This design comes from an exercise in tuning for small area on the open sky130 flow, not from production work.
At most, simulation tests tie the RTL to the original design; equivalence was not proved.
The flow treats the clock pin as an ideal source. Dropping or thinning the clock tree relies on that and would not hold on a real chip.
Power and IR drop assume default switching activity.

==> flow/design.v <==
`default_nettype none
module adcSGM58600Ctrler
#(
  parameter STATUS = 8'b0000_0100,
  parameter MUX    = 8'b0001_0000,
  parameter ADCON  = 8'b0000_0001,
  parameter DRATE  = 8'b1111_0000
)(
  output reg  [23 : 0]  adc_dout_24b,
  output reg            adc_dout_24b_valid,
  output wire         adc_cs_n,
  output wire         adc_sclk,
  output reg          adc_din,
  input  wire         adc_dout,
  input  wire         adc_drdy_n,
  output wire         adc_sync_n,
  output wire         adc_rst_n,
  input  wire         clk,
  input  wire         rstn
);
reg adc_drdy_n_r1;
always @(posedge clk)
  adc_drdy_n_r1 <= adc_drdy_n;
wire adc_drdy_n_nedge = ~adc_drdy_n &  adc_drdy_n_r1;
wire adc_drdy_n_pedge =  adc_drdy_n & ~adc_drdy_n_r1;
assign adc_cs_n   = 1'b0;
assign adc_sync_n = 1'b1;
assign adc_rst_n  = rstn;
localparam [1:0] IDLE = 2'd0, WRITE_REG = 2'd2, SEND_CMD = 2'd3, READ = 2'd1;
reg [1:0] state;
wire s_idle = (state == IDLE);
wire s_wreg = (state == WRITE_REG);
wire s_cmd  = (state == SEND_CMD);
wire s_read = (state == READ);
reg [1:0] ph;
assign adc_sclk = ph[1];
wire adc_sclk_pedge    =  ph[1] &  ph[0];
wire adc_sclk_pedge_r1 =  ph[1] & ~ph[0];
reg  [23:0] adc_dout_24b_temp;
wire [23:0] cnt = adc_dout_24b_temp;
wire wreg_bit = (cnt[14] & ~cnt[9] & ~cnt[4])
  | (~cnt[4] & ~cnt[2] & cnt[1])
  | (~cnt[16] & cnt[14] & cnt[1])
  | (~cnt[9] & ~cnt[4] & cnt[3])
  | (cnt[13] & ~cnt[8] & cnt[7]);
wire write_reg_finish = (~cnt[10] & cnt[7] & ~cnt[0]);
wire rdatac_cmd_finish = (cnt[7])
  | (cnt[12])
  | (cnt[17]);
wire rdatac_din = (cnt[6])
  | (cnt[11])
  | (cnt[16]);
wire rdatac_wait_finish = (cnt[13] & ~cnt[8] & cnt[7] & ~cnt[0]);
reg adc_sclk_en;
always @(*) begin
  case (state)
    WRITE_REG: adc_sclk_en = ~write_reg_finish;
    SEND_CMD:  adc_sclk_en = ~adc_drdy_n & ~rdatac_cmd_finish;
    READ:      adc_sclk_en = ~adc_drdy_n;
    default:   adc_sclk_en = 1'b0;
  endcase
end
always @(posedge clk) begin
  ph[0] <= adc_sclk_en & ~ph[1];
  ph[1] <= ph[0] & (adc_sclk_en | ph[1]);
end
wire wreg_done = s_wreg & adc_drdy_n_nedge & write_reg_finish;
always @(posedge clk) begin
  if (~rstn)
    state <= IDLE;
  else
    case (state)
      IDLE:      if (adc_drdy_n_nedge)   state <= WRITE_REG;
      WRITE_REG: if (wreg_done)          state <= SEND_CMD;
      SEND_CMD:  if (rdatac_wait_finish) state <= READ;
      default: ;
    endcase
end
always @(*) begin
  case (state)
    WRITE_REG: adc_din = wreg_bit;
    SEND_CMD:  adc_din = rdatac_din;    
    default:   adc_din = 1'b0;
  endcase
end
wire cnt_step  = s_wreg ? adc_sclk_pedge
               : (adc_sclk_pedge | rdatac_cmd_finish);           
wire tmp_shift = s_read ?  adc_sclk_pedge_r1
               : ((s_wreg & ~wreg_done) | (s_cmd & ~rdatac_wait_finish)) & cnt_step;
wire tmp_hold  = s_read ? ~adc_sclk_pedge_r1
               : ((s_wreg & ~wreg_done) | (s_cmd & ~rdatac_wait_finish)) & ~cnt_step;
wire tmp_in    = s_read ? adc_dout : ~(cnt[19] ^ cnt[14]);
wire word_done = s_read & adc_drdy_n_pedge;
wire out_load  = rstn &  word_done;
wire out_hold  = rstn & ~word_done;               
always @(posedge clk)
  adc_dout_24b_temp <= ({24{tmp_shift}} & {adc_dout_24b_temp[22:0], tmp_in})
                     | ({24{tmp_hold}}  & adc_dout_24b_temp);
always @(posedge clk)
  adc_dout_24b <= ({24{out_load}} & adc_dout_24b_temp)
                | ({24{out_hold}} & adc_dout_24b);
always @(posedge clk)
  adc_dout_24b_valid <= word_done;
endmodule
`resetall
==> flow/config.mk <==
export PLATFORM = sky130hd
export DESIGN_NAME = adcSGM58600Ctrler
export DESIGN_NICKNAME = adcSGM58600Ctrler
export VERILOG_FILES = /design/flow/design.v
export SDC_FILE = /design/flow/constraint.sdc
export NUM_CORES = 4
export LEC_CHECK = 0
export ABC_AREA = 1
export CAP_MARGIN = 0
export CORE_MARGIN = 2
export CORE_UTILIZATION = 40
export SLEW_MARGIN = 0
==> flow/constraint.sdc <==
create_clock -name core_clock -period 10.0 [get_ports {clk}]
set_input_delay 2.0000 -clock core_clock [delete_from_list [all_inputs] [get_ports {clk}]]
set_output_delay 2.0000 -clock core_clock [all_outputs]
set_load 0.01 [all_outputs]
standard.sh (not shown) runs the stock make flow with config.mk's settings and CLKGATE_MAP_FILE= SYNTH_SCRIPT=/design/flow/synth_recipe.tcl, a recipe that flattens the netlist after the stock synthesis.
==> flow/flow/run.sh <==
#!/bin/bash
# Standard ORFS layout with these changes:
#  - synthesis maps logic with an area-oriented ABC script (synth.tcl, area.abc);
#  - port buffers use the smallest buffer, sky130_fd_sc_hd__buf_1;
#  - CTS is a one-level tree: the clock port drives a few buffers, each
#    driving a group of nearby registers (cts_pre.tcl, clock_buffers.tcl).
set -euo pipefail
here=$(pwd)
export MY_ABC_SCRIPT=$here/flow/area.abc
export MY_CLK_BUF=${MY_CLK_BUF:-sky130_fd_sc_hd__clkbuf_8}
export MY_CLK_GROUPS=${MY_CLK_GROUPS:-4}
bash standard.sh \
  SYNTH_SCRIPT=$here/flow/synth.tcl \
  "BUFFER_PORTS_ARGS=-buffer_cell sky130_fd_sc_hd__buf_1" \
  PRE_CTS_TCL=$here/flow/cts_pre.tcl \
  finish > standard.log 2>&1
Other scripts of this flow, unchanged in this note and not shown: flow/flow/area.abc, flow/flow/clock_buffers.tcl, flow/flow/cts_pre.tcl, flow/flow/synth.tcl
Then changed:
--- a/flow/design.v
+++ b/flow/design.v
@@ -26,9 +26,9 @@
 assign adc_cs_n   = 1'b0;
 assign adc_sync_n = 1'b1;
 assign adc_rst_n  = rstn;
-localparam [1:0] IDLE = 2'd0, WRITE_REG = 2'd2, SEND_CMD = 2'd3, READ = 2'd1;
+localparam [1:0] IDLE = 2'd0, WRITE_REG = 2'd1, SEND_CMD = 2'd2, READ = 2'd3;
 reg [1:0] state;
-wire s_idle = (state == IDLE);
+reg [5:0] cnt;
 wire s_wreg = (state == WRITE_REG);
 wire s_cmd  = (state == SEND_CMD);
 wire s_read = (state == READ);
@@ -36,21 +36,9 @@
 assign adc_sclk = ph[1];
 wire adc_sclk_pedge    =  ph[1] &  ph[0];
 wire adc_sclk_pedge_r1 =  ph[1] & ~ph[0];
-reg  [23:0] adc_dout_24b_temp;
-wire [23:0] cnt = adc_dout_24b_temp;
-wire wreg_bit = (cnt[14] & ~cnt[9] & ~cnt[4])
-  | (~cnt[4] & ~cnt[2] & cnt[1])
-  | (~cnt[16] & cnt[14] & cnt[1])
-  | (~cnt[9] & ~cnt[4] & cnt[3])
-  | (cnt[13] & ~cnt[8] & cnt[7]);
-wire write_reg_finish = (~cnt[10] & cnt[7] & ~cnt[0]);
-wire rdatac_cmd_finish = (cnt[7])
-  | (cnt[12])
-  | (cnt[17]);
-wire rdatac_din = (cnt[6])
-  | (cnt[11])
-  | (cnt[16]);
-wire rdatac_wait_finish = (cnt[13] & ~cnt[8] & cnt[7] & ~cnt[0]);
+wire write_reg_finish   = cnt[5] & cnt[4];                    
+wire rdatac_cmd_finish  = |cnt[5:3];                          
+wire rdatac_wait_finish = cnt[5] & cnt[4] & cnt[3] & cnt[1];  
 reg adc_sclk_en;
 always @(*) begin
   case (state)
@@ -65,6 +53,10 @@
   ph[1] <= ph[0] & (adc_sclk_en | ph[1]);
 end
 wire wreg_done = s_wreg & adc_drdy_n_nedge & write_reg_finish;
+wire cnt_keep  = rstn & ((s_wreg & ~wreg_done) | s_cmd);    
+wire cnt_inc   = adc_sclk_pedge | (s_cmd & rdatac_cmd_finish);
+always @(posedge clk)
+  cnt <= {6{cnt_keep}} & (cnt + cnt_inc);
 always @(posedge clk) begin
   if (~rstn)
     state <= IDLE;
@@ -76,25 +68,29 @@
       default: ;
     endcase
 end
+localparam [48:0] WREG_FRAME = {1'b0, 4'b0101, 4'h0, 4'h0, 4'h3, STATUS, MUX, ADCON, DRATE};
+reg wreg_bit;
+integer k;
+always @(*) begin
+  wreg_bit = 1'b0;
+  for (k = 0; k <= 48; k = k + 1)
+    if (cnt == k) wreg_bit = WREG_FRAME[48 - k];
+end
 always @(*) begin
   case (state)
     WRITE_REG: adc_din = wreg_bit;
-    SEND_CMD:  adc_din = rdatac_din;    
+    SEND_CMD:  adc_din = (cnt >= 6'd7);  
     default:   adc_din = 1'b0;
   endcase
 end
-wire cnt_step  = s_wreg ? adc_sclk_pedge
-               : (adc_sclk_pedge | rdatac_cmd_finish);           
-wire tmp_shift = s_read ?  adc_sclk_pedge_r1
-               : ((s_wreg & ~wreg_done) | (s_cmd & ~rdatac_wait_finish)) & cnt_step;
-wire tmp_hold  = s_read ? ~adc_sclk_pedge_r1
-               : ((s_wreg & ~wreg_done) | (s_cmd & ~rdatac_wait_finish)) & ~cnt_step;
-wire tmp_in    = s_read ? adc_dout : ~(cnt[19] ^ cnt[14]);
+wire tmp_shift = s_read &  adc_sclk_pedge_r1;
+wire tmp_hold  = s_read & ~adc_sclk_pedge_r1;    
 wire word_done = s_read & adc_drdy_n_pedge;
 wire out_load  = rstn &  word_done;
 wire out_hold  = rstn & ~word_done;               
+reg [23:0] adc_dout_24b_temp;
 always @(posedge clk)
-  adc_dout_24b_temp <= ({24{tmp_shift}} & {adc_dout_24b_temp[22:0], tmp_in})
+  adc_dout_24b_temp <= ({24{tmp_shift}} & {adc_dout_24b_temp[22:0], adc_dout})
                      | ({24{tmp_hold}}  & adc_dout_24b_temp);
 always @(posedge clk)
   adc_dout_24b <= ({24{out_load}} & adc_dout_24b_temp)
What happened:
- wire length increases by 7.6%
- die area increases by 17%
- total power increases by 19%
- cell count increases by 22%
- sequential power increases by 13%
- via count increases by 17%
- synthesized cell count increases by 24%
- global-route usage decreases by 0.75 points
The RTL of the second run of this note was laid out without a check of its function. No run of this note takes its clock network from TritonCTS; it comes from the design's own scripts or RTL.

afterwards: timing with drivers on the ports:
In the flow no input, the clock included, has a driving cell. The finished layouts below were timed again as built, in two steps.
Step 1 assumes that a clkbuf_16 drives the clock port and a buf_2 every other input.
Step 2 moves the port delays by t, midway between the first and last clock arrival at a register: inputs arrive t later, outputs are due t later. That takes back most of the time a late clock gives input paths.
Three values: no drivers, after step 1, after step 2; two values: the first two.
run	shift t [ns]	slack for setup (ns)	worst setup path after step 2
the first run	0.194	5.677 / 5.657 / 5.657	input to output
the second run	0.202	5.669 / 5.647 / 5.647	input to output
After both steps setup and hold are still met in every run listed. For the second run, which loses most, drivers alone change the setup slack by -0.022 ns; drivers and shift together by -0.022 ns.
